This is an optimization exercise on Yosys and OpenROAD, whose aim is small area, not a production implementation. Function was checked by simulation only, so behaviour that the tests miss may differ from the original.

--- flow/run.sh ---
#!/bin/bash
# synth_recipe.tcl (not shown) runs the flow's synth.tcl, then flattens the netlist and writes it again
# the make line also repeats each setting of config.mk as NAME=value (left out here)
make -C /OpenROAD-flow-scripts/flow DESIGN_CONFIG=/design/flow/config.mk WORK_HOME=/design/flow/orfs CLKGATE_MAP_FILE= SYNTH_SCRIPT=/design/flow/synth_recipe.tcl finish
--- flow/constraint.sdc ---
create_clock -name core_clock -period 6.0 [get_ports {iCLK}]
set_input_delay 1.2000 -clock core_clock [delete_from_list [all_inputs] [get_ports {iCLK}]]
set_output_delay 1.2000 -clock core_clock [all_outputs]
set_load 0.01 [all_outputs]
--- flow/config.mk ---
export PLATFORM = sky130hd
export DESIGN_NAME = convolution
export DESIGN_NICKNAME = convolution
export VERILOG_FILES = /design/flow/design.v
export SDC_FILE = /design/flow/constraint.sdc
export NUM_CORES = 4
export LEC_CHECK = 0
export CAP_MARGIN = 20
export CORE_MARGIN = 2
export CORE_UTILIZATION = 40
export SLEW_MARGIN = 20
--- flow/design.v ---
module sat ( input signed [18:0] iData,
	         output signed [15:0] oData);
assign oData = (-32768 >= iData) ? -32768 :
	       (32767 <= iData) ? 32767: iData;
endmodule
module dff #(parameter N=16, D=26)
			( input iCLK, iRSTn, 
		     	  input signed [N-1:0] iData,
			 output reg signed[N-1:0] oData );
always@(posedge iCLK, negedge iRSTn)
begin
	if(!iRSTn)
	oData <=0;
	else 
	oData <= iData;
end
endmodule
module delay #(parameter N=16, D=26)
	      (input iCLK, iRSTn,
	       input [N-1:0] iData,
	       output [N-1:0] oData );
wire [N-1:0] data_arr[0:D];
assign data_arr[0] = iData;
genvar i;
generate for (i=0;i<D;i=i+1) begin: gen_dff
dff#(N) u_dff(.iCLK(iCLK), .iRSTn(iRSTn), .iData(data_arr[i]), .oData(data_arr[i+1]));
			     end
endgenerate
assign oData = data_arr[26];
endmodule
module PE #(parameter BW1=16, BW2=16)
	   (input iCLK, iRSTn,
	    input signed [7:0] iW,
	    input signed [7:0] iX,
	    input signed [BW1-1:0] iPsum,
	    output reg signed [BW2-1:0] oPsum);
always@(posedge iCLK, negedge iRSTn)
begin
	if(!iRSTn)
	oPsum <=0;
	else 
	oPsum <= iW * iX + iPsum;
end
endmodule
module PE5 #(parameter BW1=16, BW2=19)
	     (input iCLK, iRSTn,
	      input signed [7:0] iW1,iW2,iW3,iW4,iW5,
	      input signed [7:0] iX,
	      input signed [BW1-1:0] iPsum,
	      output signed [BW2-1:0] oPsum);
wire signed[16:0] oPsum1,oPsum2;
wire signed[17:0]  oPsum3, oPsum4;
PE #(16,17)fa1(.iCLK(iCLK),.iRSTn(iRSTn),.iW(iW1),.iX(iX),.iPsum(iPsum),.oPsum(oPsum1));
PE #(17,17)fa2(.iCLK(iCLK),.iRSTn(iRSTn),.iW(iW2),.iX(iX),.iPsum(oPsum1),.oPsum(oPsum2));
PE #(17,18)fa3(.iCLK(iCLK),.iRSTn(iRSTn),.iW(iW3),.iX(iX),.iPsum(oPsum2),.oPsum(oPsum3));
PE #(18,18)fa4(.iCLK(iCLK),.iRSTn(iRSTn),.iW(iW4),.iX(iX),.iPsum(oPsum3),.oPsum(oPsum4));
PE #(18,19)fa5(.iCLK(iCLK),.iRSTn(iRSTn),.iW(iW5),.iX(iX),.iPsum(oPsum4),.oPsum(oPsum));
endmodule
module regist (input iCLK,iRSTn,iWren,
               input [7:0] iWeight,
               input [4:0] iAddr,
	    output reg signed [7:0]  iW1,iW2,iW3,iW4,iW5,iW6,iW7,iW8,iW9,iW10,iW11,iW12,iW13,iW14,iW15,iW16,iW17,iW18,iW19,iW20,iW21,iW22,iW23,iW24,iW25);
wire [24:0] en;
assign en[0] = (iAddr==1 && iWren==1)?1:0;
assign en[1] = (iAddr==2 && iWren==1)?1:0;
assign en[2] = (iAddr==3 && iWren==1)?1:0;
assign en[3] = (iAddr==4 && iWren==1)?1:0;
assign en[4] = (iAddr==5 && iWren==1)?1:0;
assign en[5] = (iAddr==6 && iWren==1)?1:0;
assign en[6] = (iAddr==7 && iWren==1)?1:0;
assign en[7] = (iAddr==8 && iWren==1)?1:0;
assign en[8] = (iAddr==9 && iWren==1)?1:0;
assign en[9] = (iAddr==10 && iWren==1)?1:0;
assign en[10] = (iAddr==11 && iWren==1)?1:0;
assign en[11] = (iAddr==12 && iWren==1)?1:0;
assign en[12] = (iAddr==13 && iWren==1)?1:0;
assign en[13] = (iAddr==14 && iWren==1)?1:0;
assign en[14] = (iAddr==15 && iWren==1)?1:0;
assign en[15] = (iAddr==16 && iWren==1)?1:0;
assign en[16] = (iAddr==17 && iWren==1)?1:0;
assign en[17] = (iAddr==18 && iWren==1)?1:0;
assign en[18] = (iAddr==19 && iWren==1)?1:0;
assign en[19] = (iAddr==20 && iWren==1)?1:0;
assign en[20] = (iAddr==21 && iWren==1)?1:0;
assign en[21] = (iAddr==22 && iWren==1)?1:0;
assign en[22] = (iAddr==23 && iWren==1)?1:0;
assign en[23] = (iAddr==24 && iWren==1)?1:0;
assign en[24] = (iAddr==25 && iWren==1)?1:0;
always@(posedge iCLK, negedge iRSTn)
begin
	if(!iRSTn)
	iW1 <= 0;
        else if (en[0])
	iW1 <= iWeight;
end
always@(posedge iCLK, negedge iRSTn)
begin
	if(!iRSTn)
	iW2 <= 0;
        else if (en[1] )
	iW2 <= iWeight;
end
always@(posedge iCLK, negedge iRSTn)
begin
	if(!iRSTn)
	iW3 <= 0;
        else if (en[2])
	iW3 <= iWeight;
end
always@(posedge iCLK, negedge iRSTn)
begin
	if(!iRSTn)
	iW4 <= 0;
        else if (en[3])
	iW4 <= iWeight;
end
always@(posedge iCLK, negedge iRSTn)
begin
	if(!iRSTn)
	iW5 <= 0;
        else if (en[4])
	iW5 <= iWeight;
end
always@(posedge iCLK, negedge iRSTn)
begin
	if(!iRSTn)
	iW6 <= 0;
        else if (en[5])
	iW6 <= iWeight;
end
always@(posedge iCLK, negedge iRSTn)
begin
	if(!iRSTn)
	iW7 <= 0;
        else if (en[6])
	iW7 <= iWeight;
end
always@(posedge iCLK, negedge iRSTn)
begin
	if(!iRSTn)
	iW8 <= 0;
        else if (en[7])
	iW8 <= iWeight;
end
always@(posedge iCLK, negedge iRSTn)
begin
	if(!iRSTn)
	iW9 <= 0;
        else if (en[8])
	iW9 <= iWeight;
end
always@(posedge iCLK, negedge iRSTn)
begin
	if(!iRSTn)
	iW10 <= 0;
        else if (en[9])
	iW10 <= iWeight;
end
always@(posedge iCLK, negedge iRSTn)
begin
	if(!iRSTn)
	iW11 <= 0;
        else if (en[10])
	iW11 <= iWeight;
end
always@(posedge iCLK, negedge iRSTn)
begin
	if(!iRSTn)
	iW12 <= 0;
        else if (en[11])
	iW12 <= iWeight;
end
always@(posedge iCLK, negedge iRSTn)
begin
	if(!iRSTn)
	iW13 <= 0;
        else if (en[12])
	iW13 <= iWeight;
end
always@(posedge iCLK, negedge iRSTn)
begin
	if(!iRSTn)
	iW14 <= 0;
        else if (en[13])
	iW14 <= iWeight;
end
always@(posedge iCLK, negedge iRSTn)
begin
	if(!iRSTn)
	iW15 <= 0;
        else if (en[14])
	iW15 <= iWeight;
end
always@(posedge iCLK, negedge iRSTn)
begin
	if(!iRSTn)
	iW16 <= 0;
        else if (en[15])
	iW16 <= iWeight;
end
always@(posedge iCLK, negedge iRSTn)
begin
	if(!iRSTn)
	iW17 <= 0;
        else if (en[16])
	iW17 <= iWeight;
end
always@(posedge iCLK, negedge iRSTn)
begin
	if(!iRSTn)
	iW18 <= 0;
        else if (en[17])
	iW18 <= iWeight;
end
always@(posedge iCLK, negedge iRSTn)
begin
	if(!iRSTn)
	iW19 <= 0;
        else if (en[18])
	iW19 <= iWeight;
end
always@(posedge iCLK, negedge iRSTn)
begin
	if(!iRSTn)
	iW20 <= 0;
        else if (en[19])
	iW20 <= iWeight;
end
always@(posedge iCLK, negedge iRSTn)
begin
	if(!iRSTn)
	iW21 <= 0;
        else if (en[20])
	iW21 <= iWeight;
end
always@(posedge iCLK, negedge iRSTn)
begin
	if(!iRSTn)
	iW22 <= 0;
        else if (en[21])
	iW22 <= iWeight;
end
always@(posedge iCLK, negedge iRSTn)
begin
	if(!iRSTn)
	iW23 <= 0;
        else if (en[22])
	iW23 <= iWeight;
end
always@(posedge iCLK, negedge iRSTn)
begin
	if(!iRSTn)
	iW24 <= 0;
        else if (en[23] )
	iW24 <= iWeight;
end
always@(posedge iCLK, negedge iRSTn)
begin
	if(!iRSTn)
	iW25 <= 0;
        else if (en[24])
	iW25 <= iWeight;
end
endmodule
module convolution #(parameter BW1=16, BW2=16)
	    (input iCLK, iRSTn,iWren,
             input signed [7:0] iX,
	     input [7:0] iWeight,
	     input [4:0] iADDR,
	     output signed [BW2-1:0] oPsum);
wire signed [7:0]iW1,iW2,iW3,iW4,iW5,iW6,iW7,iW8,iW9,iW10,iW11,iW12,iW13,iW14,iW15,iW16,iW17,iW18,iW19,iW20,iW21,iW22,iW23,iW24,iW25;
wire signed [18:0] a1,a4,a7,a10,a13;
wire signed [15:0] a2,a3,a5,a6,a8,a9,a11,a12;
reg [7:0] x0;
always@(posedge iCLK, negedge iRSTn)
begin
	if(!iRSTn)
	x0 <=0;
	else 
	x0 <= iX;
end
regist re1 (.iCLK(iCLK), .iRSTn(iRSTn), .iWren(iWren),.iWeight(iWeight),.iAddr(iADDR) ,.iW1(iW1),.iW2(iW2),.iW3(iW3),.iW4(iW4),.iW5(iW5),.iW6(iW6),.iW7(iW7),.iW8(iW8),.iW9(iW9),.iW10(iW10),.iW11(iW11),.iW12(iW12),.iW13(iW13),.iW14(iW14),.iW15(iW15),.iW16(iW16),.iW17(iW17),.iW18(iW18),.iW19(iW19),.iW20(iW20),.iW21(iW21),.iW22(iW22),.iW23(iW23),.iW24(iW24),.iW25(iW25));
PE5   #(16,19)st1 (.iCLK(iCLK),.iRSTn(iRSTn),.iW1(iW1),.iW2(iW2),.iW3(iW3),.iW4(iW4),.iW5(iW5),.iX(x0),.iPsum(0),.oPsum(a1));
sat   st2 (.iData(a1), .oData(a2));
delay st3 (.iCLK(iCLK),.iRSTn(iRSTn), .iData(a2), .oData(a3));
PE5   #(16,19)nd1 (.iCLK(iCLK),.iRSTn(iRSTn),.iW1(iW6),.iW2(iW7),.iW3(iW8),.iW4(iW9),.iW5(iW10),.iX(x0),.iPsum(a3),.oPsum(a4));
sat   nd2 (.iData(a4), .oData(a5));
delay nd3 (.iCLK(iCLK),.iRSTn(iRSTn), .iData(a5), .oData(a6));
PE5   #(16,19)rd1 (.iCLK(iCLK),.iRSTn(iRSTn),.iW1(iW11),.iW2(iW12),.iW3(iW13),.iW4(iW14),.iW5(iW15),.iX(x0),.iPsum(a6),.oPsum(a7));
sat   rd2 (.iData(a7), .oData(a8));
delay rd3 (.iCLK(iCLK),.iRSTn(iRSTn), .iData(a8), .oData(a9));
PE5   #(16,19)th1 (.iCLK(iCLK),.iRSTn(iRSTn),.iW1(iW16),.iW2(iW17),.iW3(iW18),.iW4(iW19),.iW5(iW20),.iX(x0),.iPsum(a9),.oPsum(a10));
sat   th2 (.iData(a10), .oData(a11));
delay th3 (.iCLK(iCLK),.iRSTn(iRSTn), .iData(a11), .oData(a12));
PE5   #(16,19)fi1 (.iCLK(iCLK),.iRSTn(iRSTn),.iW1(iW21),.iW2(iW22),.iW3(iW23),.iW4(iW24),.iW5(iW25),.iX(x0),.iPsum(a12),.oPsum(a13));
sat   fi2 (.iData(a13), .oData(oPsum));
endmodule
==> results.txt <==
==> routing by layer <==
metal	track usage (%)	vias to the layer above	wire, um
met1	23.4	38900	127000
met3	2.82	386	13400
met4	4.23	8	7780
met5	0	-	50
met2	25.6	1228	127000
li1	-	34600	-
==> metrics by stage <==
step	instances
floorplan	11300
global placement	15800
detailed placement	15800
CTS	16300
global route	16300
finish	16300
==> layout make-up <==
type,count,area [um^2]
fillers,31600,194000
clock inverters,125,1590
inverters,2169,8150
flip-flops and latches,2316,58000
clock buffers,313,6710
diodes,7,17.5
multi-input cells,6550,73700
well taps,4599,5750
repair buffers,207,2150
==> worst max-delay path: stages (launching register included) <==
cell and delay, ns:
dfrtp_4 0.70, buf_12 0.33, and2_1 0.20, inv_1 0.06
fa_1 0.49, inv_1 0.06, fa_1 0.50, fa_1 0.58
fa_1 0.44, fa_1 0.46, ha_1 0.34, o21a_1 0.20
o31a_1 0.12, o211ai_1 0.23, a21oi_1 0.12, a2111oi_2 0.40
a21oi_1 0.14, xnor2_1 0.14
==> synth_stat cells (51+ instances only) <==
cell type / n / area (um^2)
xor2_1: 78 / 683
fa_1: 1959 / 39200
clkbuf_1: 226 / 848
and2_1: 827 / 5170
nor2b_1: 58 / 363
ha_1: 1020 / 12800
nand2_1: 695 / 2610
dfrtp_1: 2316 / 58000
a21oi_1: 202 / 1010
nand2b_1: 63 / 394
inv_1: 2168 / 8140
mux2_2: 168 / 1890
xnor2_1: 344 / 3010
nor2_1: 454 / 1700
o21a_1: 52 / 390
buf_1: 51 / 191
o21ai_0: 85 / 425
==> kinds of logic (layout without fill, tap and decap cells) <==
group           after synthesis  in the layout
fa+ha+maj                  2979           2979
simple gates               2339           2339
mux                         203            203
xor+xnor                    422            422
buf+inv                    2451           2814
other cells                   0              7
compound gates              607            607
flops                      2316           2316
==> state kept, by name (all words and copies together) (netlist names), 19 cells and up <==
name	flops
rd3.gen_dff.u_dff.oData	416
nd3.gen_dff.u_dff.oData	416
st3.gen_dff.u_dff.oData	416
rd1.fa5.oPsum	19
th1.fa5.oPsum	19
st1.fa5.oPsum	19
nd1.fa5.oPsum	19
fi1.fa5.oPsum	19
th3.gen_dff.u_dff.oData	416
==> path summary, 6_finish.rpt <==
kind,from,end,slack (ns),cells after the start
worst min register to register,th3.gen_dff[16].u_dff.oData[10],th3.gen_dff[17].u_dff.oData[10],0.25,0
worst max-delay path,x0[0],nd1.fa2.oPsum[16],0.38,17
worst max register to register,x0[0],nd1.fa2.oPsum[16],0.38,17
worst min-delay path,iRSTn,th3.gen_dff[2].u_dff.oData[8],0.16,1
max in group asynchronous,iRSTn,st3.gen_dff[15].u_dff.oData[0],4.22,2
min in group core_clock,th3.gen_dff[16].u_dff.oData[10],th3.gen_dff[17].u_dff.oData[10],0.25,0
==> layout by cell type, fill, tap and decap left out, types with 14 or more instances in the layout <==
cell and instances:
a211oi_1 14, a21o_1 43, a21oi_1 202, and2_1 827, and3_1 18, buf_12 41, buf_4 127, bufinv_16 26
clkbuf_1 31, clkbuf_16 241, clkbuf_8 41, clkdlybuf4s50_1 30, clkinv_2 36, clkinv_4 17, clkinvlp_4 16, dfrtp_1 2308
fa_1 1959, ha_1 1020, inv_1 2168, inv_6 19, mux2_1 32, mux2_2 168, nand2_1 695, nand2b_1 63
nand3_1 35, nand4_1 27, nor2_1 454, nor2b_1 58, nor3_1 48, nor4_1 43, o211ai_1 30, o21a_1 52
o21ai_0 85, o21ai_1 16, o21bai_1 39, o31a_1 16, or3_1 28, xnor2_1 344, xor2_1 78
==> flow_metrics.env <==
export IMPL_rows=217
export IMPL_period_needed_ns=5.62
export IMPL_postLayoutCoreUtil_pct=44.6
export IMPL_synth_compound_area_share_pct=2.84
export IMPL_antenna_found_initial=26
export IMPL_grt_start_max_net_pins=187
export IMPL_synth_edf_count=0
export IMPL_gr_total_overflow=0
export IMPL_dpl_instance_area_mm2=0.148
export IMPL_status="timing/DRC/antenna clean"
export IMPL_finalMaxSlewViolations=0
export IMPL_ctsLongestPathBuffers=4
export IMPL_postCtsHoldBufs=0
export IMPL_maxSlewHeadroom_pct=20.4
export IMPL_critPathMaxFanout=52
export IMPL_viasPerCell=4.61
export IMPL_die_w_um=597
export IMPL_grt_use_total_pct=16.3
export IMPL_yosys_area_share_xor_xnor_pct=2.62
export IMPL_avgSynthCellArea_um2=12.4
export IMPL_finalWorstSetupSlack_ns=0.384
export IMPL_grt_pass1_wl_um=459000
export IMPL_synth_top_family_by_area="adder cells"
export IMPL_postSynth_asyncResetShare_pct=100
export IMPL_drc=0
export IMPL_muxShareOfSynthArea_pct=1.62
export IMPL_post_cts_buffers=0
export IMPL_grt_pass1_vias=82500
export IMPL_wirelength_um=275000
export IMPL_yosysWarningCount=10
export IMPL_hold_path_class="in -> async"
export IMPL_hold_viol=0
export IMPL_die_y_um=597
export IMPL_core_area_mm2=0.350
export IMPL_cts_made_buffers=241
export IMPL_area_growth_syn_to_layout_pct=10.8
export IMPL_synth_main_ff_cell="dfrtp_1"
export IMPL_portBuffers=39
export IMPL_drive_above_1_share_pct=6.85
export IMPL_maxCapViolCount=0
export IMPL_synth_fa_ha_area_share_pct=36.9
export IMPL_startpoint_type="register"
export IMPL_vias=75100
export IMPL_worst_slew_pin_slew_ns=1.19
export IMPL_detailedPlace_worstSlack_ns=0.384
export IMPL_drtIter0Drc=3990
export IMPL_syn_area_mm2=0.141
export IMPL_synth_nets=14300
export IMPL_clk_latency_ns=0.98
export IMPL_tritoncts="built"
export IMPL_synth_cell_type_count=80
export IMPL_whs_ns=0.158
export IMPL_fmax_mhz=178
export IMPL_min_period_over_period_pct=93.6
export IMPL_routabilityCongestion=0.844
export IMPL_final_setup_viol_count=0
export IMPL_ys_ff_latch=2316
export IMPL_ys_seq_area_share_pct=41.1
export IMPL_final_area_mm2=0.156
export IMPL_worstSetupPathType="reg -> reg"
export IMPL_cts_resized=0
export IMPL_drt_pre_antenna_iters=5
export IMPL_root_buffer="clkbuf_16"
export IMPL_path_clk_slew_ns=0.07
export IMPL_synthSimpleGateAreaFrac_pct=8.33
export IMPL_setup_tns_ns=0
export IMPL_die_area_mm2=0.357
export IMPL_detail_route_antenna_nets=0
export IMPL_initial_core_util_pct=40.2
export IMPL_critPathCaptureType="register"
export IMPL_synth_cells=11300
export IMPL_hpwlAfterDp_um=201000
export IMPL_ios=40
export IMPL_wl_per_cell_um=16.9
export IMPL_htreeDepth=4
export IMPL_arrival_ns=6.37
export IMPL_required_ns=6.75
export IMPL_nNetsFinal=14500
export IMPL_grt_setup_unrepaired="false"
export IMPL_clock_sinks=2316
export IMPL_skew_ns=0.164

afterwards: timing with drivers on the ports:
How much do the figures lean on ideal ports? The routed layout below was timed once more, with nothing changed but the port constraints. Step 1 (the two cells are an assumption about what drives the block):
set clk [get_ports {iCLK}]
set_driving_cell -lib_cell sky130_fd_sc_hd__clkbuf_16 $clk
set_driving_cell -lib_cell sky130_fd_sc_hd__buf_2 [delete_from_list [all_inputs] $clk]
Step 2, shift: input delay + t, output delay - t, t = (earliest + latest rising clock arrival at the registers) / 2. This alone moves slack from input paths to output paths. Three values: no drivers, after step 1, after step 2; two values: the first two.
shift t [ns]: 0.992
setup WS [ns]: 0.384 / 0.384 / 0.384
slew at the worst register clock pin (ns): 0.08 / 0.08
cell pins on the clock port's net: 1
After both steps this run still meets setup and hold. The setup slack of this run moves by 0.000 ns with the drivers and by 0.000 ns with both steps.
